Context: an optimization exercise on an open-source flow, tuned for small area, a short achievable clock period and few clock cycles. The choices shown serve that exercise and are no tape-out recipe. In this exercise RTL edits were held to simulation tests only and were not proved equivalent to the original. No activity file was given, so power comes from the tool's default toggle rates.

==> design.v <==
module STA(
	rst_n,
	clk,
	in_valid,
	delay,
	source,
	destination,
	out_valid,
	worst_delay,
	path
);
input			rst_n, clk, in_valid;
input	[3:0]	delay;
input	[3:0]	source;
input	[3:0]	destination;
output reg			out_valid;
output reg	[7:0]	worst_delay;
output reg	[3:0]	path;
localparam S_IDLE = 2'd0, S_IN = 2'd1, S_COMP = 2'd2, S_OUT = 2'd3;
integer u, v;
reg  [1:0]  state;
reg  [4:0]  cnt;		 
reg  [15:0] adj [0:15];
reg  [7:0]  val [0:15];
reg  [15:0] rdone;		 
reg  [15:0] picked;		 
reg         busy;
reg  [3:0]  cur;
reg  [15:0] rem;
reg         a_first;
reg         b_valid;
reg         b_first;
reg         b_last;
reg  [3:0]  b_cur;
reg  [3:0]  b_d;
reg  [15:0] b_lo;
reg  [15:0] b_hi;
reg  [7:0]  acc;
reg  [3:0]  best;
reg         wr_valid;
reg  [3:0]  wr_cur;
reg  [3:0]  wr_d;
reg  [7:0]  wr_acc;
reg  [3:0]  wr_best;
reg  [15:0] optr;
reg         iv_r;
reg  [3:0]  src_r;
reg  [3:0]  dst_r;
reg  [3:0]  dly_r;
always @(posedge clk or negedge rst_n) begin
	if (!rst_n) iv_r <= 1'b0;
	else        iv_r <= in_valid;
end
always @(posedge clk) begin
	src_r <= source;
	dst_r <= destination;
	dly_r <= delay;
end
wire idle = (state == S_IDLE);
reg  [15:0] rem_rev;
reg  [15:0] hi;
always @(*) begin
	for (v = 0; v < 16; v = v + 1)
		rem_rev[v] = rem[15 - v];
end
wire [15:0] hi_rev = rem_rev & (~rem_rev + 16'd1);
always @(*) begin
	for (v = 0; v < 16; v = v + 1)
		hi[v] = hi_rev[15 - v];
end
wire [15:0] lo     = rem & (~rem + 16'd1);
wire [15:0] rem_n  = rem & ~lo & ~hi;
wire        a_last = busy && (rem_n == 16'd0);
reg  [15:0] cur_dec;
reg  [3:0]  a_d;
always @(*) begin
	a_d = 4'd0;
	for (u = 0; u < 16; u = u + 1) begin
		cur_dec[u] = (cur == u);
		a_d = a_d | ({4{cur_dec[u]}} & val[u][3:0]);
	end
end
reg  [7:0]  hv1, hv2;
reg  [3:0]  e1, e2;
always @(*) begin
	hv1 = 8'd0;
	hv2 = 8'd0;
	e1 = 4'd0;
	e2 = 4'd0;
	for (v = 0; v < 16; v = v + 1) begin
		hv1 = hv1 | ({8{b_lo[v]}} & val[v]);
		hv2 = hv2 | ({8{b_hi[v]}} & val[v]);
		e1 = e1 | ({4{b_lo[v]}} & v[3:0]);
		e2 = e2 | ({4{b_hi[v]}} & v[3:0]);
	end
end
wire        c12    = (hv1 >= hv2);
wire        c1a    = b_first || (hv1 >= acc);
wire        c2a    = b_first || (hv2 >= acc);
wire        t1     = c12 && c1a;
wire        t2     = !c12 && c2a;
wire [7:0]  acc_n  = t1 ? hv1 : t2 ? hv2 : acc;
wire [3:0]  best_n = t1 ? e1 : t2 ? e2 : best;
wire        last   = b_valid && b_last;
wire [15:0] donex = rdone | 16'h0002;
reg  [15:0] ready;
always @(*) begin
	for (u = 0; u < 16; u = u + 1)
		ready[u] = (u != 1) && !picked[u] && ((adj[u] & ~donex) == 16'd0);
end
wire [15:0] psel = ready & (~ready + 16'd1);
wire        pick = (state == S_COMP) && (!busy || a_last) && (ready != 16'd0);
reg  [3:0]  penc;
always @(*) begin
	penc = 4'd0;
	for (u = 0; u < 16; u = u + 1)
		penc = penc | ({4{psel[u]}} & u[3:0]);
end
wire [15:0] rsel = (state == S_COMP) ? psel : optr;
reg  [15:0] row;
always @(*) begin
	row = 16'd0;
	for (u = 0; u < 16; u = u + 1)
		row = row | ({16{rsel[u]}} & adj[u]);
end
reg  [3:0] row_enc;
always @(*) begin
	row_enc = 4'd0;
	for (u = 0; u < 16; u = u + 1)
		row_enc = row_enc | ({4{row[u]}} & u[3:0]);
end
wire [7:0]  hsum = wr_acc + {4'd0, wr_d};
reg  [15:0] wr_dec;
reg  [15:0] best_dec;
always @(*) begin
	for (u = 0; u < 16; u = u + 1) begin
		wr_dec[u]   = wr_valid && (wr_cur == u);
		best_dec[u] = (wr_best == u);
	end
end
wire fin0 = wr_valid && (wr_cur == 4'd0);
always @(posedge clk or negedge rst_n) begin
	if (!rst_n) begin
		state <= S_IDLE;
		cnt <= 5'd0;
		busy <= 1'b0;
		b_valid <= 1'b0;
		wr_valid <= 1'b0;
		out_valid <= 1'b0;
		worst_delay <= 8'd0;
		path <= 4'd0;
	end else begin
		b_valid <= busy;
		wr_valid <= last;
		case (state)
		S_IDLE: begin
			cnt <= 5'd0;
			if (iv_r) begin
				state <= S_IN;
				cnt <= 5'd1;
			end
		end
		S_IN: begin
			cnt <= cnt + 5'd1;
			if (cnt == 5'd31) state <= S_COMP;
		end
		S_COMP: begin
			if (pick) busy <= 1'b1;
			else if (a_last) busy <= 1'b0;
			if (fin0) begin
				state <= S_OUT;
				out_valid <= 1'b1;
				worst_delay <= hsum;
				path <= 4'd0;
			end
		end
		S_OUT: begin
			worst_delay <= 8'd0;
			if (path == 4'd1) begin
				out_valid <= 1'b0;
				path <= 4'd0;
				state <= S_IDLE;
			end else begin
				path <= row_enc;
			end
		end
		endcase
	end
end
always @(posedge clk) begin
	rem <= pick ? row : rem_n;
	b_lo <= lo;
	b_hi <= hi;
	b_last <= a_last;
	b_cur <= cur;
	b_d <= a_d;
	b_first <= a_first;
	a_first <= pick;
	if (pick) cur <= penc;
	acc <= acc_n;
	best <= best_n;
	wr_cur <= b_cur;
	wr_d <= b_d;
	wr_acc <= acc_n;
	wr_best <= best_n;
	if (fin0) optr <= 16'd1;
	else if (state == S_OUT) optr <= row;
end
always @(posedge clk) begin
	for (u = 0; u < 16; u = u + 1) begin
		if (idle) begin
			rdone[u] <= 1'b0;
			picked[u] <= 1'b0;
		end else begin
			if (a_last && cur_dec[u]) rdone[u] <= 1'b1;
			if (pick && psel[u]) picked[u] <= 1'b1;
		end
	end
end
always @(posedge clk) begin
	for (u = 0; u < 16; u = u + 1) begin
		for (v = 0; v < 16; v = v + 1) begin
			if (u != 1 && v != 0 && u != v) begin
				if (iv_r && src_r == u && dst_r == v)
					adj[u][v] <= 1'b1;
				else if (idle || (wr_dec[u] && !best_dec[v]))
					adj[u][v] <= 1'b0;
			end else
				adj[u][v] <= 1'b0;
		end
	end
end
always @(posedge clk) begin
	for (u = 0; u < 16; u = u + 1) begin
		if ((idle && u == 0) || (state == S_IN && !cnt[4] && cnt[3:0] == u))
			val[u] <= {4'd0, dly_r};
		else if (wr_dec[u] && u != 0 && u != 1)
			val[u] <= hsum;
	end
end
endmodule
==> run.sh <==
#!/bin/bash
# synth_recipe.tcl (not shown) runs the flow's synth.tcl, then flattens the netlist and writes it again
# the make line also repeats each setting of config.mk as NAME=value (left out here)
make -C /OpenROAD-flow-scripts/flow DESIGN_CONFIG=/design/flow/config.mk WORK_HOME=/design/flow/orfs CLKGATE_MAP_FILE= SYNTH_SCRIPT=/design/flow/synth_recipe.tcl finish
==> config.mk <==
export PLATFORM = sky130hd
export DESIGN_NAME = STA
export DESIGN_NICKNAME = STA
export VERILOG_FILES = /design/flow/design.v
export SDC_FILE = /design/flow/constraint.sdc
export NUM_CORES = 4
export LEC_CHECK = 0
export ABC_AREA = 1
export CAP_MARGIN = 20
export CORE_MARGIN = 2
export CORE_UTILIZATION = 40
export SLEW_MARGIN = 20
==> constraint.sdc <==
create_clock -name core_clock -period 12.0 [get_ports {clk}]
set_input_delay 2.4000 -clock core_clock [delete_from_list [all_inputs] [get_ports {clk}]]
set_output_delay 2.4000 -clock core_clock [all_outputs]
set_load 0.01 [all_outputs]
==> impl_metrics.ini, run 1 <==
[route]
drt-initial-drc-count = 3463
dr_total_vias = 25100
wl_per_cell_um = 25.5
viasPerCell = 5.99
drc = 0
wirelength_mm = 107
dr.pass1.iters = 8
ant_nets = 0

[floorplanning]
io-pin-count = 28
core_area_um2 = 61800
fp.dieW_um = 254
num_rows = 91
die_area_um2 = 64700
die_h_um = 254
start_util_pct = 40.6

[clocking]
cts_buffers = 54
clockBufferDepth = 3
cts_tree = built
postCtsSetupBuffers = 0
cts_root_buffer = clkbuf_16
cts.repair.resized = 0
cts-htree-levels = 2
cts.sinks = 491
cts.clk_slew.worst_paths_ns = 0.06
clkLatencyLatePin_ns = 0.65
ctsHoldBuffers = 0

[critical_path]
arrival_ns = 4.69
endpoint_kind = register
path_buf_inv = 3
critical_path_class = register to register
cp.depth = 18
critical_path.most_common_cell = nand2_1
path_delay_family = compound AO/OA/AOI/OAI gates
critPathSlowestCell = a2111oi_0
rr_worst_depth = 18
worstPathRequired_ns = 12.33
cpPeakStageDelay_ns = 0.95
crit_fanout = 20
crit_chain = inv_1 > o22ai_1 > a2111oi_0 > buf_4 > and2_1 > ha_1 > a21boi_0 > o21a_1 > o21ai_0 > nand2_1 > nand3_1 > nand2_1 > a21oi_1 > o21bai_1 > nand2_1 > inv_1 > nor3_1 > a31oi_1
start_kind = register

[placed_design]
port_buffers = 27
gp_congestion = 1.00
preCtsSetupSlack_ns = 7.67
dp_hpwl_mm = 77.3

[grt]
gr-total-overflow = 0
track_usage_pct = 32.6
grt_pass1_vias = 22900
grt_max_degree = 127
grt_pass1_wl_mm = 155
grt_antenna_before_repair = 2

[hold_path]
hold_depth = 0
hold_class = register to register

[timing]
rsz0062_at_grt = no
fmax_ghz = 0.229
tightest_slew_ns = 1.19
finClkSkew_ns = 0.0343
final_max_slew_viol_count = 0
finalCriticalPeriod_ns = 4.36
finalCritPeriodShare_pct = 36.3
hold_violations = 0
setup_viol = 0
tns_ns = 0
max_slew_margin_pct = 20.4
setup_slack_ns = 7.64

[synthesis]
synthTopCellsByArea = dfxtp_1 (31%), nand2_1 (15%), edfxtp_1 (9.6%)
synth_cell_types = 65
synth_fp_nets = 3418
syn_area_um2 = 25100
synthDominantCellAreaShare_pct = 30.9
ys_warn_count = 3
synth_edf_count = 80
async_reset_ff_share_pct = 4.89
postSynthAreaPerCell_um2 = 7.45
seq_area_frac_synth_pct = 42.9
yosysTopAreaCell = dfxtp_1
synthCells = 3365
ys_ff_latch = 491
synth_top_flop_cell = dfxtp_1

[cells_and_area]
nets = 3359
drive_gt1_share_pct = 8.05
antennaDiodeCount = 0
fin_util_pct = 45.0
layout-area-overhead-vs-synth_pct = 11.0

[power]
finalPower_uw = 7370
p_leak_uw = 0.0115
power_density_nw_per_um2 = 265
ir_drop_mv = 0.150

[run_status]
status = timing/DRC/antenna clean

[run]
cap_viol_max_count = 0
==> where the power goes <==
group | internal, µW | total [µW] | switching, µW | leakage (µW)
clock network | 1030 | 1790 | 760 | 0.000917
logic | 789 | 3150 | 2370 | 0.00636
registers | 2150 | 2430 | 281 | 0.00420
total | 3970 | 7370 | 3410 | 0.0115
==> synth_stat cells, types with 11 or more instances <==
cell and number:
buf_1 16, clkbuf_1 134, nand3_2 14, nor2_2 24, a32o_1 211, nand2_1 999
o211ai_1 20, inv_1 300, buf_6 11, nand2_2 19, a21boi_0 14, dfxtp_1 387
o2111ai_1 12, inv_2 30, o22ai_1 49, edfxtp_1 80, nor3_1 25, ha_1 37
a221oi_1 29, o21ai_0 161, dfrtp_1 24, nor2_1 316, a21oi_1 116, nand4_1 17
nand3_1 194
==> final cells by class <==
class / count / area (µm²)
clock buffer: 69 / 1520
multi-input combinational: 2362 / 12400
inverter: 332 / 1250
timing repair buffer: 65 / 559
fill: 6268 / 34000
sequential: 491 / 10800
clock inverter: 33 / 367
tap: 837 / 1050
==> placed cells by master (no fill, tap or decap), drive strengths merged, types with 2 or more instances in the layout <==
master / Yosys / layout
dfrtp: 24 / 24
o21a: 7 / 7
nand4: 17 / 17
o2111ai: 12 / 12
nor4: 11 / 11
a221oi: 29 / 29
nor2: 344 / 344
inv: 330 / 332
edfxtp: 80 / 80
a211oi: 5 / 5
clkbuf: 134 / 69
buf: 46 / 38
nand3: 210 / 210
bufinv: 0 / 6
a22o: 4 / 4
a31oi: 5 / 5
nand2: 1021 / 1021
o21ai: 170 / 170
a21oi: 116 / 116
nand3b: 4 / 4
a2111oi: 5 / 5
o22ai: 49 / 49
and2: 4 / 4
dfxtp: 387 / 387
nor3b: 2 / 2
clkinvlp: 0 / 6
o211ai: 20 / 20
a32o: 211 / 211
xnor2: 2 / 2
a21boi: 15 / 15
o221ai: 3 / 3
clkinv: 2 / 21
or2: 13 / 13
ha: 37 / 37
xor2: 3 / 3
nor3: 29 / 29
clkdlybuf4s50: 0 / 27
==> kinds of logic after synthesis <==
family,count (synthesis),share of synthesized area [%]
flops,491,42.9
compound gates,661,19.1
xor+xnor,5,0.175
fa+ha+maj,38,1.93
buf+inv,512,8.18
simple gates,1658,27.8
==> path summary, 6_finish.rpt <==
kind / from / end / slack, ns
max in group asynchronous: rst_n / b_valid / 9.60
setup / recovery: b_hi[3] / best[0] / 7.64
hold reg to reg: b_cur[0] / wr_cur[0] / 0.33
min in group asynchronous: rst_n / worst_delay[0] / 2.14
hold / removal: b_cur[0] / wr_cur[0] / 0.33
setup reg to reg: b_hi[3] / best[0] / 7.64
==> worst register-to-register path, cell delays in order, from the launching register on <==
cell and delay (ns):
dfxtp_1 0.34, inv_1 0.27, o22ai_1 0.15, a2111oi_0 0.95
buf_4 0.25, and2_1 0.18, ha_1 0.24, a21boi_0 0.12
o21a_1 0.16, o21ai_0 0.14, nand2_1 0.08, nand3_1 0.07
nand2_1 0.05, a21oi_1 0.13, o21bai_1 0.10, nand2_1 0.21
inv_1 0.31, nor3_1 0.24, a31oi_1 0.08
==> through the flow <==
stage,instance area [µm²],hold slack [ns],instances
after floorplan,25100,0.310,3365
after global placement,25900,0.310,4086
after detailed placement,25900,0.312,4087
after CTS,27800,0.327,4189
after global routing,27800,0.331,4189
final,27800,0.327,4189
==> layer usage <==
layer  up-vias  wire (µm)  GRT usage [%]
li1      11300          -              -
met2      1594      43200           45.6
met1     11900      46200           47.5
met4         2       4600           13.1
met5         -          8              0
met3       264      12700           7.97
==> state kept, by name (all words and copies together) (netlist names), 5 cells and up <==
signal and cells:
adj 211, val 120, b_hi 15, b_lo 15, optr 15, picked 15, rem 15, rdone 14
acc 8, worst_delay 8, cnt 5
Testbench counts, summed over its fixed seeds: cycles 83,426.
==> run 2: changes to the inputs <==
--- a/design.v
+++ b/design.v
@@ -23,7 +23,6 @@
 reg  [15:0] adj [0:15];
 reg  [7:0]  val [0:15];
 reg  [15:0] rdone;		 
-reg  [15:0] picked;		 
 reg         busy;
 reg  [3:0]  cur;
 reg  [15:0] rem;
@@ -42,7 +41,6 @@
 reg  [3:0]  wr_d;
 reg  [7:0]  wr_acc;
 reg  [3:0]  wr_best;
-reg  [15:0] optr;
 reg         iv_r;
 reg  [3:0]  src_r;
 reg  [3:0]  dst_r;
@@ -106,7 +104,7 @@
 reg  [15:0] ready;
 always @(*) begin
 	for (u = 0; u < 16; u = u + 1)
-		ready[u] = (u != 1) && !picked[u] && ((adj[u] & ~donex) == 16'd0);
+		ready[u] = (u != 1) && !rdone[u] && !(busy && cur_dec[u]) && ((adj[u] & ~donex) == 16'd0);
 end
 wire [15:0] psel = ready & (~ready + 16'd1);
 wire        pick = (state == S_COMP) && (!busy || a_last) && (ready != 16'd0);
@@ -116,7 +114,7 @@
 	for (u = 0; u < 16; u = u + 1)
 		penc = penc | ({4{psel[u]}} & u[3:0]);
 end
-wire [15:0] rsel = (state == S_COMP) ? psel : optr;
+wire [15:0] rsel = (state == S_COMP) ? psel : rem;
 reg  [15:0] row;
 always @(*) begin
 	row = 16'd0;
@@ -188,7 +186,7 @@
 	end
 end
 always @(posedge clk) begin
-	rem <= pick ? row : rem_n;
+	rem <= (pick || state == S_OUT) ? row : fin0 ? 16'd1 : rem_n;
 	b_lo <= lo;
 	b_hi <= hi;
 	b_last <= a_last;
@@ -203,18 +201,11 @@
 	wr_d <= b_d;
 	wr_acc <= acc_n;
 	wr_best <= best_n;
-	if (fin0) optr <= 16'd1;
-	else if (state == S_OUT) optr <= row;
-end
-always @(posedge clk) begin
-	for (u = 0; u < 16; u = u + 1) begin
-		if (idle) begin
-			rdone[u] <= 1'b0;
-			picked[u] <= 1'b0;
-		end else begin
-			if (a_last && cur_dec[u]) rdone[u] <= 1'b1;
-			if (pick && psel[u]) picked[u] <= 1'b1;
-		end
+end
+always @(posedge clk) begin
+	for (u = 0; u < 16; u = u + 1) begin
+		if (idle) rdone[u] <= 1'b0;
+		else if (a_last && cur_dec[u]) rdone[u] <= 1'b1;
 	end
 end
 always @(posedge clk) begin
==> flow/run.sh (new file) <==
#!/bin/bash
# Standard layout (the standard.sh, unchanged synthesis and flow), with
# ORFS's timing repair asked to leave more setup slack than the 12 ns clock
# needs, so that it sizes up the critical paths. Constraints are unchanged.
set -euo pipefail
bash standard.sh SETUP_SLACK_MARGIN=8.4 finish > standard_flow.log 2>&1
==> standard.sh (new file) <==
#!/bin/bash
# synth_recipe.tcl (not shown) runs the flow's synth.tcl, then flattens the netlist and writes it again
# the make line also repeats each setting of config.mk as NAME=value (left out here)
make -C /OpenROAD-flow-scripts/flow DESIGN_CONFIG=/design/flow/config.mk WORK_HOME=/design/flow/orfs CLKGATE_MAP_FILE= SYNTH_SCRIPT=/design/flow/synth_recipe.tcl "${@:-finish}"
removed: run.sh
==> run 2 against run 1 <==
  * Routed wire length rose by 5.3%
  * Total power fell by 2.7%
  * Core utilization rose by 0.71 points
  * Count of clock-buffer cells in the layout is the same
  * Critical path depth fell by 17
  * First-iteration DRC count shrank 0.72%
  * Clock skew up 0.011 ns
  * Largest cell class unchanged
  * Highest routed layer is now met4
==> impl_metrics.ini, run 2 <==
[run_status]
status = timing/DRC/antenna clean

[cells_and_area]
multi_input_area_um2 = 12600
layout-area-overhead-vs-synth_pct = 12.8
drive_gt1_share_pct = 10.7
regArea_um2 = 10200
layout_common_cells = nand2_1 (989), dfxtp_1 (356), nor2_1 (324)
biggestRegsByFlops = adj x211, val x120
final_common_cell = nand2_1
antennaDiodeCount = 0
final_area_um2 = 27700
top_register = adj
nets = 3397
largest_register_ff_count = 211
final.fill_count = 6139

[power]
power_density_nw_per_um2 = 259
ir_drop_mv = 0.199
p_leak_uw = 0.0116

[timing]
setup_viol = 0
rsz0062_at_grt = yes
fmax_ghz = 0.278
tightest_slew_ns = 1.24
finalCritPeriodShare_pct = 29.9
final_max_slew_viol_count = 0
hold_violations = 0
max_slew_margin_pct = 17.3
finClkSkew_ns = 0.0458
tns_ns = 0
finalCriticalPeriod_ns = 3.59

[floorplanning]
core_area_um2 = 60500
num_rows = 90
io-pin-count = 28
fp.dieW_um = 252
die_area_um2 = 63300
start_util_pct = 40.6
die_h_um = 252

[critical_path]
cp.depth = 1
crit_end = path[1]
cpPeakStageDelay_ns = 0.41
critPathSlowestCell = dfrtp_1
r2r-start = cur[0]
crit_fanout = 2
worstSetupStartpoint = path[1]
path_buf_inv = 1
rrSetupSlack_ns = 8.42
endpoint_kind = output pin
rr_endpoint = path[0]
path_delay_family = flip-flops
start_kind = register
crit_chain = buf_2
critical_path_class = register to output pin
arrival_ns = 1.19
worstPathRequired_ns = 9.60
rr_worst_depth = 22

[grt]
grt_max_degree = 81
grt_pass1_wl_mm = 162
grt_pass1_vias = 23600
track_usage_pct = 34.6
gr-total-overflow = 0
grt_antenna_before_repair = 1

[clocking]
cts.clk_slew.worst_paths_ns = 0.06
cts.sinks = 465
cts_tree = built
cts_buffers = 52
cts_root_buffer = clkbuf_16
clockBufferDepth = 3
cts-htree-levels = 2
clkLatencyLatePin_ns = 0.64
ctsHoldBuffers = 0

[synthesis]
synth_fp_nets = 3391
synthCells = 3338
yosysTopAreaCell = dfxtp_1
synth_top_flop_cell = dfxtp_1
seq_area_frac_synth_pct = 41.7
postSynthAreaPerCell_um2 = 7.35
syn_area_um2 = 24500
async_reset_ff_share_pct = 5.16
synth_common_cells = nand2_1 (996), dfxtp_1 (361), nor2_1 (345), inv_1 (286), nand3_1 (260)
synth_cell_types = 54
synthDominantCellAreaShare_pct = 29.5
synth_edf_count = 80
ys_warn_count = 3
ys_ff_latch = 465
synthTopCellsByArea = dfxtp_1 (29%), nand2_1 (15%), edfxtp_1 (9.8%)
synth.most_common_cell = nand2_1

[route]
wirelength_mm = 112
drc = 0
ant_nets = 0
wl_per_cell_um = 27.0
viasPerCell = 6.12
dr.pass1.iters = 6
dr_total_vias = 25500
drt-initial-drc-count = 3438

[hold_path]
hold_class = register to register

[run]
cap_viol_max_count = 0

[placed_design]
dp_hpwl_mm = 79.9
port_buffers = 27
gp_congestion = 1.03
place_area_um2 = 25400
-- run 2: cell types whose count changed in the layout (fill, tap and decap cells not counted), sizes merged, moves of 26 or more --
cell   previous run  this run
a21oi           116        85
buf              38       100
nand3           210       268
dfxtp           387       361
nor2            344       378
inv             332       299
-- run 2: logic make-up (layout without fill, tap and decap cells) --
| logic type | after synthesis | count (layout) | share of synthesized area, % |
|---|---|---|---|
| adders and majority gates | 38 | 38 | 1.97 |
| and+or+nand+nor | 1746 | 1746 | 30.0 |
| AOI/OAI and AO/OA | 614 | 614 | 18.4 |
| buffers and inverters | 471 | 518 | 7.77 |
| DFF | 465 | 465 | 41.7 |
| xor gates and xnor gates | 4 | 4 | 0.143 |
-- run 2: worst min-delay path by stage --
stage	startpoint	end	slack, ns	depth (start not counted)
final	b_cur[3]	wr_cur[3]	0.33	0
after global routing	b_cur[3]	wr_cur[3]	0.33	0
after CTS	b_cur[3]	wr_cur[3]	0.33	0
after detailed placement	b_cur[3]	wr_cur[3]	0.31	0
after global placement	b_d[2]	wr_d[2]	0.31	0
after floorplan	a_first	b_first	0.31	0
-- run 2: repair_timing --
action,4_1_cts,5_1_grt
setup buffers,25,16
cloned,1,1
setup endpoints to repair,39,36
pin swaps,4,16
resized for setup,76,72
-- run 2: final cells by class --
cell class | count | area share (%)
Clock buffer | 69 | 5.43
Inverter | 306 | 4.31
Clock inverter | 26 | 0.724
Tap cell | 782 | 3.54
Sequential cell | 465 | 37.0
Timing Repair Buffer | 115 | 3.29
Multi-Input combinational cell | 2402 | 45.6
Timing Repair inverter | 2 | 0.0452
-- run 2: power breakdown --
part           internal (µW)  total (µW)  leakage, µW  switching (µW)
Combinational            871        3270      0.00678            2400
Sequential              2010        2270      0.00399             261
Clock                    920        1630     0.000857             710
Total                   3810        7180       0.0116            3370
-- run 2: layer usage --
metal	track usage [%]	vias up	share of wire, %	wire (µm)
li1	-	11400	-	-
met1	44.2	12100	38	43200
met2	53.3	1599	43	48600
met3	6.05	427	10	11300
met4	23.9	0	8.2	9220
met5	0	-	0	0
-- run 2: through the flow --
stage / utilization (%) / hold slack [ns] / setup slack (ns) / std cells / total power, µW
4_1_cts: 45.2 / 0.326 / 8.38 / 4148 / 6920
3_5_place_dp: 42.0 / 0.312 / 8.06 / 4027 / 5170
3_3_place_gp: 42.0 / 0.310 / 8.04 / 4027 / 5170
6_report: 45.7 / 0.326 / 8.41 / 4167 / 7180
5_1_grt: 45.7 / 0.332 / 8.30 / 4167 / 7480
2_1_floorplan: - / 0.310 / 8.44 / 3338 / 4090
Testbench counts of run 2, summed over its fixed seeds: cycles 83,426.
==> run 3: changes to the inputs <==
==> flow/run.sh (replaced) <==
#!/bin/bash
# Standard layout (the standard.sh, unchanged synthesis and flow), with
# ORFS's timing repair asked to leave more setup slack than the 12 ns clock
# needs, so that it sizes up the critical paths. Constraints are unchanged.
set -euo pipefail
bash standard.sh SETUP_SLACK_MARGIN=8.8 finish > standard_flow.log 2>&1
==> run 3 against run 2 <==
  * Non-clock buffer count is 46 higher
  * Clock skew shrank 0.019 ns
  * Sequential share of layout area fell by 1.5 points
  * Global-route usage is 0.66 points higher
  * Cell count is 1.3% higher
  * Setup slack worse by 0.035 ns
  * Total power up 8.2%
  * Core utilization rose by 2.0 points
  * Count of clock-buffer cells in the layout is 2 higher
  * Final area is 4.4% higher
  * Sequential power barely moved
  * Largest power group unchanged
  * Highest routed layer unchanged
==> impl_metrics.ini, run 3 <==
[power]
p_leak_uw = 0.0122
combPwrFrac_pct = 48.0
finalPower_uw = 7760
ir_drop_mv = 0.182
p_switching_uw = 3570
swShare_pct = 45.9
seqPwrFrac_pct = 29.4
power_density_nw_per_um2 = 269
power.internal_uw = 4200
p_clk_share_pct = 22.6

[cells_and_area]
top_register = adj
nets = 3446
largest_register_ff_count = 211
final_common_cell = nand2_1
layout_common_cells = nand2_1 (973), dfxtp_1 (347), nor2_1 (290)
layout-area-overhead-vs-synth_pct = 17.7
drive_gt1_share_pct = 14.9
biggestRegsByFlops = adj x211, val x120

[synthesis]
ys_warn_count = 3
syn_area_um2 = 24500
synth_top_flop_cell = dfxtp_1
synthTopCellsByArea = dfxtp_1 (29%), nand2_1 (15%), edfxtp_1 (9.8%)
async_reset_ff_share_pct = 5.16
synth.most_common_cell = nand2_1
synth_fp_nets = 3391
synth_edf_count = 80
synth_cell_types = 54
ys_ff_latch = 465
synthDominantCellAreaShare_pct = 29.5
postSynthAreaPerCell_um2 = 7.35
synth_common_cells = nand2_1 (996), dfxtp_1 (361), nor2_1 (345), inv_1 (286), nand3_1 (260)
seq_area_frac_synth_pct = 41.7
synthCells = 3338
yosysTopAreaCell = dfxtp_1

[grt]
gr-total-overflow = 0
grt_pass1_wl_mm = 164
track_usage_pct = 35.3
grt_max_degree = 87
grt_antenna_before_repair = 0
grt_pass1_vias = 24100

[critical_path]
cp.depth = 1
cpPeakStageDelay_ns = 0.43
crit_chain = buf_2
path_delay_family = flip-flops
start_kind = register
path_buf_inv = 1
rr_worst_depth = 16
critPathSlowestCell = dfrtp_1
crit_fanout = 2
endpoint_kind = output pin
arrival_ns = 1.23
worstPathRequired_ns = 9.60
critical_path_class = register to output pin

[route]
dr_total_vias = 25800
highest_layer = met4
drc = 0
wirelength_mm = 115
viasPerCell = 6.12
wl_met3_mm = 12.5
wl_met2_mm = 50.3
wl_met1_mm = 42.7
drt-initial-drc-count = 3358
ant_nets = 0
wl_per_cell_um = 27.2
dr.pass1.iters = 6

[timing]
final_max_slew_viol_count = 0
max_slew_margin_pct = 14.2
finalCritPeriodShare_pct = 30.2
setup_slack_ns = 8.37
hold_slack_ns = 0.326
setup_viol = 0
fmax_ghz = 0.276
hold_violations = 0
finalCriticalPeriod_ns = 3.63
finClkSkew_ns = 0.0265
rsz0062_at_grt = yes
tightest_slew_ns = 1.29
tns_ns = 0

[run_status]
status = timing/DRC/antenna clean

[clocking]
clkLatencyLatePin_ns = 0.64
cts_tree = built
cts_buffers = 54
clockBufferDepth = 3
cts.sinks = 465
cts-htree-levels = 2
cts_root_buffer = clkbuf_16
cts.clk_slew.worst_paths_ns = 0.07

[run]
cap_viol_max_count = 0

[floorplanning]
die_area_um2 = 63300
io-pin-count = 28
num_rows = 90
start_util_pct = 40.6
fp.dieW_um = 252
core_area_um2 = 60500
die_h_um = 252

[placed_design]
dp_hpwl_mm = 81.1
gp_congestion = 1.07
port_buffers = 27
preCtsSetupSlack_ns = 8.16

[hold_path]
hold_depth = 0
hold_class = register to register
run 3: worst paths after layout:
| check | startpoint | endpoint | slack (ns) |
|---|---|---|---|
| setup reg to reg | val[12][0] | acc[6] | 8.55 |
| setup / recovery | path[2] | path[2] | 8.37 |
| max in group asynchronous | rst_n | busy | 9.54 |
| hold reg to reg | b_cur[2] | wr_cur[2] | 0.33 |
| hold / removal | b_cur[2] | wr_cur[2] | 0.33 |
| min in group asynchronous | rst_n | cnt[0] | 2.15 |
run 3: power groups by stage:
stage | logic (µW) | registers [µW] | clock network (µW)
after floorplan | 1930 | 2180 | 0
after global placement | 2910 | 2280 | 0
after detailed placement | 2910 | 2280 | 0
after CTS | 3400 | 2260 | 1760
after global routing | 3950 | 2300 | 1820
final | 3730 | 2280 | 1750
run 3: metal layers:
layer / track usage [%] / vias up
li1: - / 11500
met1: 43.7 / 12100
met2: 55.1 / 1721
met3: 7.23 / 473
met4: 24.2 / 0
met5: 0 / -
run 3: layout make-up:
class,count,area [µm²]
repair inverters,2,15.0
diodes,1,2.50
flip-flops and latches,465,10300
clock buffers,71,1520
multi-input cells,2403,13200
inverters,306,1200
fillers,6085,31600
well taps,782,978
clock inverters,30,353
repair buffers,161,1370
run 3: kinds of logic after synthesis:
family	Yosys count	share of synthesized area [%]
AND/OR/NAND/NOR	1746	30.0
AO/OA/AOI/OAI	614	18.4
buffers and inverters	471	7.77
flip-flops	465	41.7
adder cells (fa/ha/maj)	38	1.97
XOR/XNOR	4	0.143
run 3: repair_timing:
action                                  4_1_cts  5_1_grt
pin swaps                                    26       40
endpoints found under the setup margin       63       83
hold buffers                                  0        0
cloned                                        4        2
buffers inserted                             38       47
gates resized for setup                     164      154
run 3: stage by stage:
step | std cells | utilization, % | instance area, µm²
final | 4221 | 47.8 | 28900
after global routing | 4220 | 47.7 | 28900
after CTS | 4171 | 46.2 | 27900
after detailed placement | 4028 | 42.1 | 25400
after global placement | 4028 | 42.0 | 25400
after floorplan | 3338 | - | 24600
==> run 4: changes to the inputs <==
--- a/design.v
+++ b/design.v
@@ -31,16 +31,12 @@
 reg         b_first;
 reg         b_last;
 reg  [3:0]  b_cur;
-reg  [3:0]  b_d;
-reg  [15:0] b_lo;
-reg  [15:0] b_hi;
+reg  [7:0]  b_h1;
+reg  [7:0]  b_h2;
+reg  [3:0]  b_e1;
+reg  [3:0]  b_e2;
 reg  [7:0]  acc;
 reg  [3:0]  best;
-reg         wr_valid;
-reg  [3:0]  wr_cur;
-reg  [3:0]  wr_d;
-reg  [7:0]  wr_acc;
-reg  [3:0]  wr_best;
 reg         iv_r;
 reg  [3:0]  src_r;
 reg  [3:0]  dst_r;
@@ -71,35 +67,45 @@
 wire        a_last = busy && (rem_n == 16'd0);
 reg  [15:0] cur_dec;
 reg  [3:0]  a_d;
+reg  [7:0]  h1, h2;
+reg  [3:0]  e1, e2;
 always @(*) begin
 	a_d = 4'd0;
+	h1 = 8'd0;
+	h2 = 8'd0;
+	e1 = 4'd0;
+	e2 = 4'd0;
 	for (u = 0; u < 16; u = u + 1) begin
 		cur_dec[u] = (cur == u);
 		a_d = a_d | ({4{cur_dec[u]}} & val[u][3:0]);
-	end
-end
-reg  [7:0]  hv1, hv2;
-reg  [3:0]  e1, e2;
-always @(*) begin
-	hv1 = 8'd0;
-	hv2 = 8'd0;
-	e1 = 4'd0;
-	e2 = 4'd0;
-	for (v = 0; v < 16; v = v + 1) begin
-		hv1 = hv1 | ({8{b_lo[v]}} & val[v]);
-		hv2 = hv2 | ({8{b_hi[v]}} & val[v]);
-		e1 = e1 | ({4{b_lo[v]}} & v[3:0]);
-		e2 = e2 | ({4{b_hi[v]}} & v[3:0]);
-	end
-end
-wire        c12    = (hv1 >= hv2);
-wire        c1a    = b_first || (hv1 >= acc);
-wire        c2a    = b_first || (hv2 >= acc);
+		h1 = h1 | ({8{lo[u]}} & val[u]);
+		h2 = h2 | ({8{hi[u]}} & val[u]);
+	end
+	h1 = h1 + {4'd0, a_d};
+	h2 = h2 + {4'd0, a_d};
+	for (u = 0; u < 16; u = u + 1) begin
+		e1 = e1 | ({4{lo[u]}} & u[3:0]);
+		e2 = e2 | ({4{hi[u]}} & u[3:0]);
+	end
+end
+wire        c12    = (b_h1 >= b_h2);
+wire        c1a    = b_first || (b_h1 >= acc);
+wire        c2a    = b_first || (b_h2 >= acc);
 wire        t1     = c12 && c1a;
 wire        t2     = !c12 && c2a;
-wire [7:0]  acc_n  = t1 ? hv1 : t2 ? hv2 : acc;
-wire [3:0]  best_n = t1 ? e1 : t2 ? e2 : best;
+wire [7:0]  acc_n  = t1 ? b_h1 : t2 ? b_h2 : acc;
+wire [3:0]  best_n = t1 ? b_e1 : t2 ? b_e2 : best;
 wire        last   = b_valid && b_last;
+wire [7:0]  hsum   = acc_n;
+reg  [15:0] wr_dec;
+reg  [15:0] best_dec;
+always @(*) begin
+	for (u = 0; u < 16; u = u + 1) begin
+		wr_dec[u]   = last && (b_cur == u);
+		best_dec[u] = (best_n == u);
+	end
+end
+wire fin0 = last && (b_cur == 4'd0);
 wire [15:0] donex = rdone | 16'h0002;
 reg  [15:0] ready;
 always @(*) begin
@@ -127,29 +133,17 @@
 	for (u = 0; u < 16; u = u + 1)
 		row_enc = row_enc | ({4{row[u]}} & u[3:0]);
 end
-wire [7:0]  hsum = wr_acc + {4'd0, wr_d};
-reg  [15:0] wr_dec;
-reg  [15:0] best_dec;
-always @(*) begin
-	for (u = 0; u < 16; u = u + 1) begin
-		wr_dec[u]   = wr_valid && (wr_cur == u);
-		best_dec[u] = (wr_best == u);
-	end
-end
-wire fin0 = wr_valid && (wr_cur == 4'd0);
 always @(posedge clk or negedge rst_n) begin
 	if (!rst_n) begin
 		state <= S_IDLE;
 		cnt <= 5'd0;
 		busy <= 1'b0;
 		b_valid <= 1'b0;
-		wr_valid <= 1'b0;
 		out_valid <= 1'b0;
 		worst_delay <= 8'd0;
 		path <= 4'd0;
 	end else begin
 		b_valid <= busy;
-		wr_valid <= last;
 		case (state)
 		S_IDLE: begin
 			cnt <= 5'd0;
@@ -187,20 +181,17 @@
 end
 always @(posedge clk) begin
 	rem <= (pick || state == S_OUT) ? row : fin0 ? 16'd1 : rem_n;
-	b_lo <= lo;
-	b_hi <= hi;
+	b_h1 <= h1;
+	b_h2 <= h2;
+	b_e1 <= e1;
+	b_e2 <= e2;
 	b_last <= a_last;
 	b_cur <= cur;
-	b_d <= a_d;
 	b_first <= a_first;
 	a_first <= pick;
 	if (pick) cur <= penc;
 	acc <= acc_n;
 	best <= best_n;
-	wr_cur <= b_cur;
-	wr_d <= b_d;
-	wr_acc <= acc_n;
-	wr_best <= best_n;
 end
 always @(posedge clk) begin
 	for (u = 0; u < 16; u = u + 1) begin
==> flow/run.sh (replaced) <==
#!/bin/bash
# Standard layout (the standard.sh, unchanged synthesis and flow), with
# ORFS's timing repair asked to leave more setup slack than the 12 ns clock
# needs, so that it sizes up the critical paths. Constraints are unchanged.
set -euo pipefail
bash standard.sh SETUP_SLACK_MARGIN=8.4 finish > standard_flow.log 2>&1
==> run 4 against run 3 <==
  * Setup slack improved by 0.032 ns
  * Clock skew down 0.0057 ns
  * Flip-flop and latch count shrank 21
  * Sequential share of layout area shrank 1.9 points
  * Synthesized cell count rose by 17%
==> impl_metrics.ini, run 4 <==
[critical_path]
endpoint_kind = output pin
crit_fanout = 3
worstPathRequired_ns = 9.60
start_kind = register
path_delay_family = flip-flops
critical_path_class = register to output pin
arrival_ns = 1.20
cpPeakStageDelay_ns = 0.42
path_buf_inv = 1
critPathSlowestCell = dfrtp_1
crit_chain = buf_2

[hold_path]
hold_class = register to register

[cells_and_area]
layout-area-overhead-vs-synth_pct = 14.0
biggestRegsByFlops = adj x211, val x120, rem x16
layout_common_cells = nand2_1 (1392), nor2_1 (435), inv_1 (406)
largest_register_ff_count = 211
stdcell_count = 4808
antennaDiodeCount = 0
final.fill_count = 6584
final_common_cell = nand2_1
regArea_um2 = 9700
nets = 3979
multi_input_area_um2 = 13600
drive_gt1_share_pct = 9.97
top_register = adj

[placed_design]
placed_cells = 4672
gp_congestion = 1.02
port_buffers = 27
dp_hpwl_mm = 85.4

[timing]
rsz0062_at_grt = yes
finalCriticalPeriod_ns = 3.60
finClkSkew_ns = 0.0208
finalCritPeriodShare_pct = 30.0
final_max_slew_viol_count = 0
tns_ns = 0
fmax_ghz = 0.278
tightest_slew_ns = 1.22
setup_viol = 0
hold_violations = 0
max_slew_margin_pct = 16.7

[synthesis]
synth_cell_types = 56
synth.most_common_cell = nand2_1
synthTopCellsByArea = dfxtp_1 (28%), nand2_1 (21%), edfxtp_1 (8.1%)
async_reset_ff_share_pct = 5.18
synth_common_cells = nand2_1 (1409), nor2_1 (469), inv_1 (414), dfxtp_1 (353), nand3_1 (339)
synth_top_flop_cell = dfxtp_1
synthDominantCellAreaShare_pct = 28.0
postSynthAreaPerCell_um2 = 6.49
synthCells = 3893
synth_fp_nets = 3951
synth_edf_count = 68
seq_area_frac_synth_pct = 38.3
yosysTopAreaCell = dfxtp_1
ys_warn_count = 3
ys_ff_latch = 444
syn_area_um2 = 25300

[power]
power_density_nw_per_um2 = 297
ir_drop_mv = 0.208
p_leak_uw = 0.0134

[floorplanning]
die_area_um2 = 65200
io-pin-count = 28
die_h_um = 255
core_area_um2 = 62700
start_util_pct = 40.3
fp.dieW_um = 255
num_rows = 92

[route]
wirelength_mm = 113
drt-initial-drc-count = 3314
wl_per_cell_um = 23.5
drc = 0
dr.pass1.iters = 6
viasPerCell = 5.55
dr_total_vias = 26700
ant_nets = 0

[grt]
grt_antenna_before_repair = 2
grt_pass1_wl_mm = 164
gr-total-overflow = 0
track_usage_pct = 33.6
grt_max_degree = 80
grt_pass1_vias = 24100

[run_status]
status = timing/DRC/antenna clean

[clocking]
cts_root_buffer = clkbuf_16
cts_buffers = 52
cts_tree = built
cts.sinks = 444
cts-htree-levels = 2
cts.clk_slew.worst_paths_ns = 0.06
clkLatencyLatePin_ns = 0.62
clockBufferDepth = 3
ctsHoldBuffers = 0

[run]
cap_viol_max_count = 0
## run 4: changes by cell type after synthesis, moves of 31 or more
| cell | change |
|---|---|
| a32o_1 | -211 |
| nor2_1 | +124 |
| nand2_1 | +413 |
| o22ai_1 | -31 |
| nand3_1 | +79 |
| inv_1 | +128 |
| clkbuf_1 | -42 |
## run 4: kinds of logic (layout without fill, tap and decap cells)
logic type               Yosys count  count (layout)  synth area share, %
adder cells (fa/ha/maj)           43              43                 2.19
AND/OR/NAND/NOR                 2359            2359                 39.1
flip-flops                       444             444                 38.3
AO/OA/AOI/OAI                    444             444                 10.6
XOR/XNOR                          10              10                0.346
buffers and inverters            593             662                 9.45
## run 4: metrics by stage
stage               setup slack (ns)  cell area (µm²)  hold slack, ns  total power [µW]  util, %
floorplan                       9.03            25300           0.310              4870        -
global placement                7.86            26300           0.314              6440     41.9
detailed placement              7.83            26300           0.320              6460     41.9
CTS                             8.27            28200           0.334              8150     44.9
global route                    8.31            28800           0.342              8990     45.9
finish                          8.40            28800           0.333              8560     45.9
## run 4: worst paths after layout
check / startpoint / endpoint / slack (ns) / depth (start not counted)
setup / recovery: path[1] / path[1] / 8.40 / 1
hold / removal: a_first / b_first / 0.33 / 0
setup reg to reg: rdone[13] / path[2] / 8.50 / 20
hold reg to reg: a_first / b_first / 0.33 / 0
max in group asynchronous: rst_n / busy / 9.43 / 2
min in group asynchronous: rst_n / worst_delay[2] / 2.20 / 2
## run 4: area by class of cell
cell class / instances / share of cell area, %
Timing Repair Buffer: 115 / 3.41
Multi-Input combinational cell: 2856 / 47.1
Inverter: 451 / 6.01
Timing Repair inverter: 1 / 0.0261
Clock buffer: 72 / 5.27
Tap cell: 846 / 3.67
Sequential cell: 444 / 33.7
Clock inverter: 23 / 0.803
## run 4: routing by layer
metal  global-route usage [%]  part of all wire (%)
met1                     50.8                    45
met2                     47.8                    40
met3                     6.63                    12
met4                     9.61                   2.9
met5                        0                     0
## run 4: power by group
part	switching, µW	internal [µW]
Clock	685	967
Combinational	3530	1140
Sequential	251	1990
## run 4: what timing repair did
action | 4_1_cts | 5_1_grt
gates cloned | 0 | 1
setup endpoints to repair | 175 | 229
gates resized for setup | 77 | 92
buffers inserted | 12 | 28
pin swaps | 0 | 10
Testbench counts of run 4, summed over its fixed seeds: cycles 82,226.
==> run 5: changes to the inputs <==
--- a/design.v
+++ b/design.v
@@ -199,25 +199,33 @@
 		else if (a_last && cur_dec[u]) rdone[u] <= 1'b1;
 	end
 end
+reg  [15:0] rw_sel, cl_sel, rw_keep;
+always @(*) begin
+	for (u = 0; u < 16; u = u + 1) begin
+		rw_sel[u]  = (state == S_COMP) ? wr_dec[u] : (iv_r && src_r == u);
+		cl_sel[u]  = (state == S_COMP) ? best_dec[u] : (dst_r == u);
+		rw_keep[u] = !idle && !wr_dec[u];
+	end
+end
 always @(posedge clk) begin
 	for (u = 0; u < 16; u = u + 1) begin
 		for (v = 0; v < 16; v = v + 1) begin
-			if (u != 1 && v != 0 && u != v) begin
-				if (iv_r && src_r == u && dst_r == v)
-					adj[u][v] <= 1'b1;
-				else if (idle || (wr_dec[u] && !best_dec[v]))
-					adj[u][v] <= 1'b0;
-			end else
+			if (u != 1 && v != 0 && u != v)
+				adj[u][v] <= (rw_sel[u] && cl_sel[v]) || (rw_keep[u] && adj[u][v]);
+			else
 				adj[u][v] <= 1'b0;
 		end
 	end
 end
-always @(posedge clk) begin
-	for (u = 0; u < 16; u = u + 1) begin
-		if ((idle && u == 0) || (state == S_IN && !cnt[4] && cnt[3:0] == u))
-			val[u] <= {4'd0, dly_r};
-		else if (wr_dec[u] && u != 0 && u != 1)
-			val[u] <= hsum;
-	end
+wire [7:0]  vw_data = (state == S_COMP) ? hsum : {4'd0, dly_r};
+reg  [15:0] vw_en;
+always @(*) begin
+	for (u = 0; u < 16; u = u + 1)
+		vw_en[u] = (state == S_COMP) ? (wr_dec[u] && u != 0 && u != 1)
+		                             : ((idle && u == 0) || (state == S_IN && !cnt[4] && cnt[3:0] == u));
+end
+always @(posedge clk) begin
+	for (u = 0; u < 16; u = u + 1)
+		if (vw_en[u]) val[u] <= vw_data;
 end
 endmodule
--- a/config.mk
+++ b/config.mk
@@ -9,4 +9,6 @@
 export CAP_MARGIN = 20
 export CORE_MARGIN = 2
 export CORE_UTILIZATION = 40
+export CTS_CLUSTER_DIAMETER = 100
+export CTS_CLUSTER_SIZE = 20
 export SLEW_MARGIN = 20
==> run 5 against run 4 <==
  * Critical path type unchanged
  * Still clean
  * Synthesized area decreased by 4.5%
  * Maximum frequency down 0.75%
  * Synthesized cell count is 13% lower
  * Final area is 9.3% lower
==> impl_metrics.ini, run 5 <==
[timing]
fmax_ghz = 0.276
finalCritPeriodShare_pct = 30.2
finClkSkew_ns = 0.0551
finalCriticalPeriod_ns = 3.62
final_max_slew_viol_count = 0
rsz0062_at_grt = yes
tightest_slew_ns = 1.21
hold_slack_ns = 0.344
setup_viol = 0
max_slew_margin_pct = 19.1
hold_violations = 0
tns_ns = 0

[critical_path]
rr_endpoint = b_h1[7]
endpoint_kind = output pin
critical_path_class = register to output pin
crit_chain = buf_6
rrSetupSlack_ns = 8.49
rr_worst_depth = 16
cp.depth = 1
arrival_ns = 1.22
path_buf_inv = 1
path_delay_family = flip-flops
cpPeakStageDelay_ns = 0.44
crit_fanout = 3
start_kind = register
r2r-start = rem[7]
critPathSlowestCell = dfrtp_1
worstPathRequired_ns = 9.60

[clocking]
clockBufferDepth = 3
cts_root_buffer = clkbuf_16
ctsHoldBuffers = 0
cts.clk_slew.worst_paths_ns = 0.09
cts_buffers = 27
cts-htree-levels = 1
cts.sinks = 452
clkLatencyLatePin_ns = 0.63
cts_tree = built

[power]
p_clk_share_pct = 13.0
seqPwrFrac_pct = 28.6
power_density_nw_per_um2 = 293
swShare_pct = 54.5
p_switching_uw = 4170
p_leak_uw = 0.0123
power.internal_uw = 3480
combPwrFrac_pct = 58.4
ir_drop_mv = 0.264

[run_status]
status = timing/DRC/antenna clean

[route]
drc = 0
dr_total_vias = 24000
ant_nets = 0
wirelength_mm = 97.8
drt-initial-drc-count = 3348
viasPerCell = 5.77
dr.pass1.iters = 6
wl_per_cell_um = 23.5

[cells_and_area]
final_common_cell = nand2_1
antennaDiodeCount = 0
top_register = adj
drive_gt1_share_pct = 7.90
final_area_um2 = 26100
stdcell_count = 4163
layout-area-overhead-vs-synth_pct = 8.23
final.fill_count = 6242
biggestRegsByFlops = adj x211, val x128, rem x16
layout_common_cells = nand2_1 (1126), nand3_1 (488), inv_1 (325)
nets = 3426
largest_register_ff_count = 211

[synthesis]
synthSimpleGateAreaFrac_pct = 37.1
ys_warn_count = 3
synth.most_common_cell = nand2_1
yosysTopAreaCell = dfxtp_1
synth_fp_nets = 3451
muxShareOfSynthArea_pct = 0
postSynthAreaPerCell_um2 = 7.12
synth_cell_types = 61
async_reset_ff_share_pct = 5.09
synthCells = 3393
synthDominantCellAreaShare_pct = 24.6
synth_edf_count = 132
seq_area_frac_synth_pct = 43.4
synth_common_cells = nand2_1 (1130), nand3_1 (489), inv_1 (330), nor2_1 (318), dfxtp_1 (297)
syn_area_um2 = 24100
synthTopCellsByArea = dfxtp_1 (25%), nand2_1 (18%), edfxtp_1 (16%)
synth_top_family_by_area = simple AND/OR/NAND/NOR gates
synth_top_flop_cell = dfxtp_1
synth_fa_ha_area_share_pct = 2.29
synth_compound_area_share_pct = 8.17
ys_ff_latch = 452
synth_xor_area_share_pct = 0.399

[floorplanning]
die_area_um2 = 62400
num_rows = 90
io-pin-count = 28
die_h_um = 250
core_area_um2 = 60000
fp.dieW_um = 250
start_util_pct = 40.2

[placed_design]
port_buffers = 27
gp_congestion = 1.01
placed_cells = 4105
dp_hpwl_mm = 70.8
place_area_um2 = 25000

[run]
cap_viol_max_count = 0

[grt]
grt_pass1_wl_mm = 144
grt_pass1_vias = 21500
grt_antenna_before_repair = 1
gr-total-overflow = 0
grt_max_degree = 61
track_usage_pct = 30.4

[hold_path]
hold_depth = 0
hold_class = register to register
worstHoldStart = a_first
holdPathEnd = b_first
run 5: worst register-to-register path, stage by stage, from the launching register on:
cell and delay (ns):
dfxtp_1 0.35, nor2_1 0.33, nand2_2 0.15, nor2_1 0.29, nand2_1 0.17, nor2_2 0.36, inv_1 0.22, o22ai_1 0.19
a21oi_1 0.06, nand4_1 0.18, ha_1 0.31, a21oi_1 0.18, a21boi_1 0.11, o21ai_1 0.21, nor2_1 0.08, nand3b_1 0.12
nand2_1 0.05
run 5: area by class of cell:
cell class / instances / area, µm² / share of cell area (%)
Clock inverter: 5 / 47.5 / 0.182
Timing Repair Buffer: 80 / 687 / 2.63
Clock buffer: 37 / 733 / 2.81
Sequential cell: 452 / 10500 / 40.2
Inverter: 355 / 1350 / 5.17
Tap cell: 782 / 978 / 3.74
Multi-Input combinational cell: 2452 / 11800 / 45.3
run 5: worst max path at each step:
stage | from | to
after floorplan | b_h2[7] | val[0][1]
final | path[0] | path[0]
after detailed placement | rem[0] | b_h1[7]
after global placement | b_h2[5] | val[0][2]
after CTS | path[3] | path[3]
after global routing | rem[7] | b_h1[7]
run 5: cell families (layout without fill, tap and decap cells):
family | count (synthesis) | in the layout
flops | 452 | 452
simple gates | 2084 | 2084
xor+xnor | 11 | 11
compound gates | 314 | 314
fa+ha+maj | 43 | 43
buf+inv | 489 | 477
run 5: power by group through the flow:
| stage | logic [µW] | registers [µW] | clock network (µW) |
|---|---|---|---|
| 2_1_floorplan | 2790 | 2130 | 0 |
| 3_3_place_gp | 4190 | 2210 | 0 |
| 3_5_place_dp | 4190 | 2210 | 0 |
| 4_1_cts | 4240 | 2170 | 1000 |
| 5_1_grt | 4750 | 2210 | 1050 |
| 6_report | 4460 | 2190 | 998 |
run 5: stage by stage:
step / setup slack [ns] / total power, µW / utilization (%)
3_5_place_dp: 8.13 / 6400 / 41.7
6_report: 8.38 / 7650 / 43.5
2_1_floorplan: 8.96 / 4910 / -
5_1_grt: 8.36 / 8010 / 43.5
4_1_cts: 8.23 / 7410 / 43.1
3_3_place_gp: 8.19 / 6400 / 41.7
run 5: timing repair:
item,in CTS,in global routing
setup buffers,5,11
gates cloned,0,0
gates resized for setup,70,58
hold endpoints to repair,0,0
pin swaps,0,2
endpoints found under the setup margin,235,302
run 5: layer usage:
layer / vias up / share of wire, % / global-route usage [%] / wire, µm
li1: 11000 / - / - / -
met1: 11300 / 44 / 45.7 / 43000
met2: 1506 / 41 / 43.8 / 40000
met3: 218 / 12 / 5.54 / 11600
met4: 2 / 3.3 / 9.19 / 3250
met5: - / 0.011 / 0 / 11
Testbench counts of run 5, summed over its fixed seeds: cycles 82,226.
==> run 6: changes to the inputs <==
==> flow/run.sh (replaced) <==
#!/bin/bash
# Standard layout (the standard.sh, unchanged synthesis and flow), with
# ORFS's timing repair asked to leave more setup slack than the 12 ns clock
# needs, so that it sizes up the critical paths. Constraints are unchanged.
set -euo pipefail
bash standard.sh SETUP_SLACK_MARGIN=8.0 finish > standard_flow.log 2>&1
==> run 6 against run 5 <==
  * First-iteration DRC count is 6.7% higher
  * Critical path type unchanged
  * Critical path depth stayed put
  * Setup slack worse by 0.35 ns
  * Clock skew is 0.0055 ns lower
  * Cell count is 0.36% lower
  * Routed wire length is 0.24% lower
  * Register-to-register slack worse by 0.38 ns
  * Combinational power is 2% lower
==> impl_metrics.ini, run 6 <==
[cells_and_area]
drive_gt1_share_pct = 6.06
biggestRegsByFlops = adj x211, val x128, rem x16
layout_common_cells = nand2_1 (1130), nand3_1 (489), inv_1 (329)
layout-area-overhead-vs-synth_pct = 7.21
final_common_cell = nand2_1
nets = 3411
top_register = adj
final_area_um2 = 25900
antennaDiodeCount = 0
largest_register_ff_count = 211

[critical_path]
rrSetupSlack_ns = 8.11
rr_worst_depth = 16
worstPathRequired_ns = 9.60
crit_fanout = 2
critPathSlowestCell = clkdlybuf4s50_1
arrival_ns = 1.57
path_buf_inv = 1
rr_endpoint = b_h1[6]
start_kind = register
r2r-start = rem[2]
endpoint_kind = output pin
path_delay_family = buffers and inverters
crit_chain = clkdlybuf4s50_1
cpPeakStageDelay_ns = 0.58
critical_path_class = register to output pin

[grt]
grt_pass1_wl_mm = 143
grt_max_degree = 61
track_usage_pct = 30.3
grt_antenna_before_repair = 1
grt_pass1_vias = 21500
gr-total-overflow = 0

[timing]
hold_violations = 0
finalCriticalPeriod_ns = 3.97
finClkSkew_ns = 0.0496
finalCritPeriodShare_pct = 33.1
setup_viol = 0
final_max_slew_viol_count = 0
fmax_ghz = 0.252
tightest_slew_ns = 1.18
rsz0062_at_grt = yes
tns_ns = 0
max_slew_margin_pct = 21.5

[power]
finalPower_uw = 7530
p_leak_uw = 0.0122
power_density_nw_per_um2 = 291
ir_drop_mv = 0.310

[floorplanning]
fp.dieW_um = 250
die_h_um = 250
start_util_pct = 40.2
die_area_um2 = 62400
core_area_um2 = 60000
num_rows = 90
io-pin-count = 28

[route]
viasPerCell = 5.79
dr_total_vias = 24000
ant_nets = 0
wirelength_mm = 97.6
drt-initial-drc-count = 3573
dr.pass1.iters = 6
wl_per_cell_um = 23.5
drc = 0

[synthesis]
synthTopCellsByArea = dfxtp_1 (25%), nand2_1 (18%), edfxtp_1 (16%)
synth_edf_count = 132
ys_ff_latch = 452
seq_area_frac_synth_pct = 43.4
synth.most_common_cell = nand2_1
synthDominantCellAreaShare_pct = 24.6
postSynthAreaPerCell_um2 = 7.12
async_reset_ff_share_pct = 5.09
synth_cell_types = 61
syn_area_um2 = 24100
synth_top_flop_cell = dfxtp_1
ys_warn_count = 3
yosysTopAreaCell = dfxtp_1
synthCells = 3393
synth_common_cells = nand2_1 (1130), nand3_1 (489), inv_1 (330), nor2_1 (318), dfxtp_1 (297)
synth_fp_nets = 3451

[run]
cap_viol_max_count = 0

[clocking]
cts_root_buffer = clkbuf_16
clockBufferDepth = 3
ctsHoldBuffers = 0
cts.clk_slew.worst_paths_ns = 0.09
clkLatencyLatePin_ns = 0.63
cts.sinks = 452
cts_tree = built
cts_buffers = 27
cts-htree-levels = 1

[hold_path]
hold_depth = 0
worstHoldStart = a_first
hold_class = register to register
holdPathEnd = b_first

[run_status]
status = timing/DRC/antenna clean

[placed_design]
port_buffers = 27
place_area_um2 = 25000
dp_hpwl_mm = 70.8
gp_congestion = 1.01
[run 6: cell counts after synthesis]
No cell type changed its count.
[run 6: what timing repair did]
item                                    in CTS  in global routing
gates resized for setup                      4                  9
endpoints found under the setup margin       5                138
setup buffers                                1                  0
[run 6: metal layers]
| metal | vias up | wire, µm | GRT usage (%) | share of wire [%] |
|---|---|---|---|---|
| met1 | 11300 | 43000 | 45.6 | 44 |
| li1 | 11000 | - | - | - |
| met2 | 1478 | 40000 | 43.9 | 41 |
| met5 | - | 11 | 0 | 0.011 |
| met3 | 200 | 11400 | 5.43 | 12 |
| met4 | 2 | 3160 | 9.12 | 3.2 |
[run 6: where the power goes]
group / internal, µW / leakage [µW] / switching (µW)
clock network: 440 / 0.000388 / 555
logic: 1020 / 0.00791 / 3340
registers: 1960 / 0.00393 / 222
[run 6: worst max path at each step]
stage,startpoint,to,slack (ns),cells after the start
2_1_floorplan,b_h2[7],val[0][1],8.96,16
3_3_place_gp,b_h2[5],val[0][2],8.19,12
3_5_place_dp,rem[0],b_h1[7],8.13,19
4_1_cts,path[3],path[3],7.98,1
5_1_grt,rem[0],b_h1[7],7.94,19
6_report,worst_delay[3],worst_delay[3],8.03,1
[run 6: cells by family after synthesis]
logic type	Yosys count	share of synthesized area (%)
AOI/OAI and AO/OA	314	8.17
adders and majority gates	43	2.29
DFF	452	43.4
xor gates and xnor gates	11	0.399
and+or+nand+nor	2084	37.1
buffers and inverters	489	8.62
[run 6: per-stage QoR]
stage                     util, %  hold slack [ns]  instances  setup WS (ns)
after floorplan                 -            0.310       3393           8.96
after global placement       41.7            0.321       4104           8.19
after detailed placement     41.7            0.318       4105           8.13
after CTS                    43.0            0.343       4148           7.98
after global routing         43.1            0.354       4148           7.94
final                        43.1            0.345       4148           8.03
[run 6: area by class of cell]
type | instances | area (µm²)
timing repair buffer | 65 | 567
multi-input combinational | 2452 | 11700
clock inverter | 5 | 47.5
tap | 782 | 978
inverter | 355 | 1330
sequential | 452 | 10500
clock buffer | 37 | 733
fill | 6277 | 34100

## port drivers added, routing unchanged
Ports are ideal in the flow. The routed layouts listed here were re-timed in OpenROAD. Step 1: set_driving_cell puts a clkbuf_16 on clk and a buf_2 on each other input, an assumption about the parent block. Step 2 moves the port delays by t, midway between the first and last clock arrival at a register: inputs arrive t later, outputs are due t later. That takes back most of the time a late clock gives input paths. Three values: no drivers, after step 1, after step 2; two values: the first two.
| run | t, ns | setup slack, ns | worst setup path at the end | cell pins on the clock port's net |
|---|---|---|---|---|
| run 1 | 0.694 | 7.640 / 7.640 / 7.640 | register to register | 1 |
| run 2 | 0.680 | 8.407 / 8.346 / 8.423 | register to register | 1 |
| run 3 | 0.692 | 8.372 / 8.311 / 8.548 | register to register | 1 |
| run 4 | 0.677 | 8.404 / 8.336 / 8.496 | register to register | 1 |
| run 5 | 0.666 | 8.377 / 8.314 / 8.492 | register to register | 1 |
| run 6 | 0.664 | 8.028 / 7.965 / 8.112 | register to register | 1 |
After both steps every run listed still meets setup and hold.
